What follows belongs to an exercise in optimizing a design on an open flow for small area; a production flow would make more cautious choices.
No functional check of the RTL was part of any run shown here.

## flow/design.v (module list and top-level ports; edited modules follow where they fit)
// module fa: 4 lines
// module fft: 4707 lines
module fft #(parameter INT_WIDTH = 16, FRACT_WIDTH = 16, DATA_WIDTH = INT_WIDTH + FRACT_WIDTH)
  (input wire clk,
   input wire rst_n,
   input wire fft_en,
   input wire [DATA_WIDTH - 1 : 0] in0_real,
   input wire [DATA_WIDTH - 1 : 0] in1_real,
   input wire [DATA_WIDTH - 1 : 0] in2_real,
   input wire [DATA_WIDTH - 1 : 0] in3_real,
   input wire [DATA_WIDTH - 1 : 0] in4_real,
   input wire [DATA_WIDTH - 1 : 0] in5_real,
   input wire [DATA_WIDTH - 1 : 0] in6_real,
   input wire [DATA_WIDTH - 1 : 0] in7_real,
   input wire [DATA_WIDTH - 1 : 0] in0_imag,
   input wire [DATA_WIDTH - 1 : 0] in1_imag,
   input wire [DATA_WIDTH - 1 : 0] in2_imag,
   input wire [DATA_WIDTH - 1 : 0] in3_imag,
   input wire [DATA_WIDTH - 1 : 0] in4_imag,
   input wire [DATA_WIDTH - 1 : 0] in5_imag,
   input wire [DATA_WIDTH - 1 : 0] in6_imag,
   input wire [DATA_WIDTH - 1 : 0] in7_imag,
   output wire [DATA_WIDTH - 1 : 0] out0_real,
   output wire [DATA_WIDTH - 1 : 0] out1_real,
   output wire [DATA_WIDTH - 1 : 0] out2_real,
   output wire [DATA_WIDTH - 1 : 0] out3_real,
   output wire [DATA_WIDTH - 1 : 0] out4_real,
   output wire [DATA_WIDTH - 1 : 0] out5_real,
   output wire [DATA_WIDTH - 1 : 0] out6_real,
   output wire [DATA_WIDTH - 1 : 0] out7_real,
   output wire [DATA_WIDTH - 1 : 0] out0_imag,
   output wire [DATA_WIDTH - 1 : 0] out1_imag,
   output wire [DATA_WIDTH - 1 : 0] out2_imag,
   output wire [DATA_WIDTH - 1 : 0] out3_imag,
   output wire [DATA_WIDTH - 1 : 0] out4_imag,
   output wire [DATA_WIDTH - 1 : 0] out5_imag,
   output wire [DATA_WIDTH - 1 : 0] out6_imag,
   output wire [DATA_WIDTH - 1 : 0] out7_imag);
  // ...
==> flow/run.sh <==
#!/bin/bash
# synth_recipe.tcl (not shown) runs the flow's synth.tcl, then flattens the netlist and writes it again
# the make line also repeats each setting of config.mk as NAME=value (left out here)
make -C /OpenROAD-flow-scripts/flow DESIGN_CONFIG=/design/flow/config.mk WORK_HOME=/design/flow/orfs CLKGATE_MAP_FILE= SYNTH_SCRIPT=/design/flow/synth_recipe.tcl finish
==> flow/config.mk <==
export PLATFORM = sky130hd
export DESIGN_NAME = fft
export DESIGN_NICKNAME = fft
export VERILOG_FILES = /design/flow/design.v
export SDC_FILE = /design/flow/constraint.sdc
export NUM_CORES = 4
export LEC_CHECK = 0
export CAP_MARGIN = 0
export CORE_MARGIN = 2
export CORE_UTILIZATION = 60
export CTS_BUF_LIST = sky130_fd_sc_hd__clkbuf_8
export PLACE_DENSITY = 0.75
export SLEW_MARGIN = 0
export SYNTH_HIERARCHICAL = 1
==> flow/constraint.sdc <==
create_clock -name core_clock -period 12.5 [get_ports {clk}]
set_input_delay 2.5000 -clock core_clock [delete_from_list [all_inputs] [get_ports {clk}]]
set_output_delay 2.5000 -clock core_clock [all_outputs]
set_load 0.01 [all_outputs]
==> impl_metrics.yaml, run 1 <==
outcome:
  status: "timing/DRC/antenna clean"
finish:
  fillCellCount: 11700
  final_util_pct: 70.8
  final_common_cell: "fa_1"
logic_synthesis:
  syn_area_sq_um: 106000
  synth-simple-area-share_pct: 0.939
  netlist.top_cell.by_area: "fa_1"
  ys_ff_latch: 2096
place:
  portBuffers: 1026
  dp.cells: 9732
clock_network:
  cts_setup_buffers: 0
  clockRootBuffer: "clkbuf_8"
  clk_pin_slew_ns: 0.06
worst_setup_path:
  arrival_ns: 13.22
  crit_slowest_cell: "fa_1"
  worstReg2RegEnd: "r1[492]"
detailed_routing:
  drtIter0Drc: 4324
  dr_wl_met3_mm: 25.6
  wirelength_mm: 318
  top_layer: "met5"
global_route:
  grt_max_degree: 181
timing:
  whs_ns: 0.283
floorplan:
  taps: 2340
  start_util_pct: 60.4
worst_hold_path:
  worstHoldStart: "r1[217]"
==> inputs of run 2 (changes only) <==
==> flow/flow/run.sh (new file) <==
#!/bin/bash
# The standard layout (standard.sh: the standard synthesis, then ORFS to finish), with one
# change: the buffers that buffer_ports puts on every input and output port are the smallest
# buffer cell, sky130_fd_sc_hd__buf_1, instead of the one OpenROAD picks (clkdlybuf4s50_1).
# Each step's full output goes to a log file in this folder.
set -euo pipefail
export BUFFER_PORTS_ARGS="-buffer_cell sky130_fd_sc_hd__buf_1"
bash standard.sh synth > synth.log 2>&1
bash standard.sh finish > layout.log 2>&1
==> flow/standard.sh (new file) <==
#!/bin/bash
# synth_recipe.tcl (not shown) runs the flow's synth.tcl, then flattens the netlist and writes it again
# the make line also repeats each setting of config.mk as NAME=value (left out here)
make -C /OpenROAD-flow-scripts/flow DESIGN_CONFIG=/design/flow/config.mk WORK_HOME=/design/flow/orfs CLKGATE_MAP_FILE= SYNTH_SCRIPT=/design/flow/synth_recipe.tcl "${@:-finish}"
removed: flow/run.sh
==> impl_metrics.yaml, run 2 <==
detailed_routing:
  drtIter0Drc: 4255
  antenna_left: 0
  drt_drc_violations_left: 0
  wirelength_mm: 309
  firstDrtPassIters: 7
  num_vias: 54300
  wire_per_inst_microns: 29.8
  routed_via_density: 5.23
logic_synthesis:
  synth_commonest_cells: "fa_1 (2236), inv_1 (1066), dfxtp_1 (1060)"
  syn_inst: 6733
  synthMuxAreaShare_pct: 3.05
  ys_warn_count: 7
  netlist.top_cell.by_area: "fa_1"
  synth_edf_count: 0
  synth_seq_area_share_pct: 44.7
  synth_compound_area_share_pct: 1.15
  netlist_top_cells_area: "fa_1 (42%), dfxtp_1 (20%), dfrtp_1 (17%), dfstp_2 (7.4%), inv_1 (3.8%)"
  syn_area_sq_um: 106000
  yosysUniqueCellTypes: 25
  synth_most_common_cell: "fa_1"
  synth-simple-area-share_pct: 0.939
  synth_top_area_share_pct: 42.1
  ys_dominant_reg_cell: "dfxtp_1"
  syn-num-nets: 9554
  synth_top_family_by_area: "adder cells"
  avgSynthCellArea_sq_um: 15.8
  synthAdderAreaFrac_pct: 42.9
  async_flop_share_pct: 49.4
  synthXorXnorAreaFrac_pct: 0
  ys_ff_latch: 2096
finish:
  largest_reg_flops: 544
  fillCellCount: 12300
  drive_gt1_share_pct: 16.4
  multi_input_area_sq_um: 51400
  area_delta_synth_final_pct: 11.0
  fin_cells: 10400
  layout_common_cells: "fa_1 (2105), inv_1 (1166), dfxtp_1 (1060)"
  stdcell_area_sq_um: 118000
  top_register: "r1"
  seq_area_sq_um: 47500
  fin_nets: 10500
  final_common_cell: "fa_1"
  largestRegisters: "r1 (544), r2 (524), r3 (516)"
clock_network:
  tritoncts: "done"
  clk_path_buf_depth: 4
  cts_max_level: 5
  clockRootBuffer: "clkbuf_8"
  clk_latency_ns: 1.09
  cts.hold.buffers_added: 0
  cts.sinks: 2096
  clk_pin_slew_ns: 0.07
  numCtsBuffers: 345
job:
  max_cap_violations: 0
timing:
  fmax_mhz: 81.2
  slew_headroom_pct: 21.7
  whs_ns: 0.282
  period_minus_slack_ns: 12.32
  drv_slew: 0
  finClkSkew_ns: 0.104
  period_share_pct: 98.5
  worst_pin_slew_ns: 1.16
  finalSetupViolCount: 0
  hold_violations: 0
worst_setup_path:
  crit_fanout: 2
  worst_setup_path_end_kind: "flip-flop"
  path_class: "reg2reg"
  crit_slowest_cell: "fa_1"
  critPathMostFrequentCell: "fa_1"
  cp-start-kind: "flip-flop"
  critPathRequiredTime_ns: 13.43
  arrival_ns: 13.24
  slowest_delay_ns: 0.61
floorplan:
  io_pins: 1027
  rows: 154
  dieArea_sq_um: 181000
  start_util_pct: 60.4
  die_h_microns: 425
  coreArea_sq_um: 176000
  die_w_microns: 425
place:
  dp.cells: 9710
  gp_congestion: 1.02
  hpwl_mm: 265
  portBuffers: 1026
  place_area_sq_um: 110000
global_route:
  antenna_found_initial: 56
  grt_first_pass_wirelength_mm: 434
  grt_pass1_vias: 62200
  grt_usage_pct: 35.4
  grt_overflow: 0
  grt_max_degree: 205
worst_hold_path:
  min_path_type: "reg2reg"
outcome:
  status: "timing/DRC/antenna clean"
-- run 2: cell counts after synthesis --
Identical to the previous run, type by type.
-- run 2: cell families (layout without fill, tap and decap cells) --
logic type	Yosys count	after routing
mux	288	288
simple gates	248	248
fa+ha+maj	2306	2306
flops	2096	2096
buf+inv	1557	2815
other cells	0	36
compound gates	238	238
-- run 2: Yosys stat by module (local to each module, per instance) --
module / copies in the design / area [sq um] / flip-flops and latches / cells
fft: 1 / 61600 / 2096 / 4497
fa: 2236 / 20.0 / 0 / 1
-- run 2: critical path: cells and delay by family (launching register included) --
family	cells	cell delay, ns
buffers and inverters	1	0.05
flip-flops	1	0.54
adder cells (fa/ha/maj)	27	11.61
-- run 2: timing repair --
action / in CTS / in global routing
endpoints found under the setup margin: 40 / 46
gates cloned: 0 / 0
gates resized for setup: 52 / 79
buffers inserted: 0 / 1
pin swaps: 8 / 12
-- run 2: stage by stage --
step / setup slack, ns / setup TNS (ns) / util [%]
finish: 0.181 / 0 / 67.0
global route: -0.0450 / -0.0450 / 67.0
detailed placement: -0.341 / -7.69 / 62.6
floorplan: 0.466 / 0 / -
global placement: -0.324 / -4.18 / 62.6
CTS: 0.000139 / 0 / 66.9
-- run 2: final cells by class --
cell class / count / share of cell area, %
Inverter: 1066 / 3.39
Tap cell: 2340 / 2.48
Clock buffer: 426 / 4.97
Timing Repair Buffer: 1129 / 4.02
Multi-Input combinational cell: 3080 / 43.6
Antenna cell: 36 / 0.0763
Sequential cell: 2096 / 40.3
Clock inverter: 194 / 1.22
-- run 2: path summary, 6_finish.rpt --
| path | from | endpoint | slack [ns] | cells past startpoint |
|---|---|---|---|---|
| max reg2reg | r2[510] | r3[433] | 0.18 | 28 |
| max | r2[510] | r3[433] | 0.18 | 28 |
| max in group asynchronous | rst_n | r2[67] | 8.44 | 4 |
| min in group asynchronous | rst_n | r0[223] | 1.50 | 1 |
| min reg2reg | r1[135] | r2[7] | 0.28 | 0 |
| min | r1[135] | r2[7] | 0.28 | 0 |
-- run 2: layer usage --
metal  GRT usage (%)  wire length, microns  vias up
li1                -                     -    21600
met1            47.6                120000    29700
met2            53.3                143000     2271
met3            9.59                 26100      635
met4            19.5                 20100        8
met5               0                    59        -

==> static timing again, ports no longer ideal <==
How much do the figures lean on ideal ports? The routed layouts below were timed once more, with nothing changed but the port constraints. Step 1, drivers: a clkbuf_16 drives clk and a buf_2 each remaining input, both assumed. Step 2 also shifts input and output timing later by t, the mid clock arrival at the registers, as if the neighbouring blocks saw the same clock. Three values: no drivers, after step 1, after step 2; two values: the first two.
run | shift t [ns] | setup slack, ns | hold WS [ns]
run 1 | 1.132 | 0.225 / 0.225 / 0.225 | 0.283 / 0.283 / 0.283
run 2 | 1.125 | 0.181 / 0.181 / 0.181 | 0.282 / 0.282 / 0.282
After both steps setup and hold are still met in every run listed.
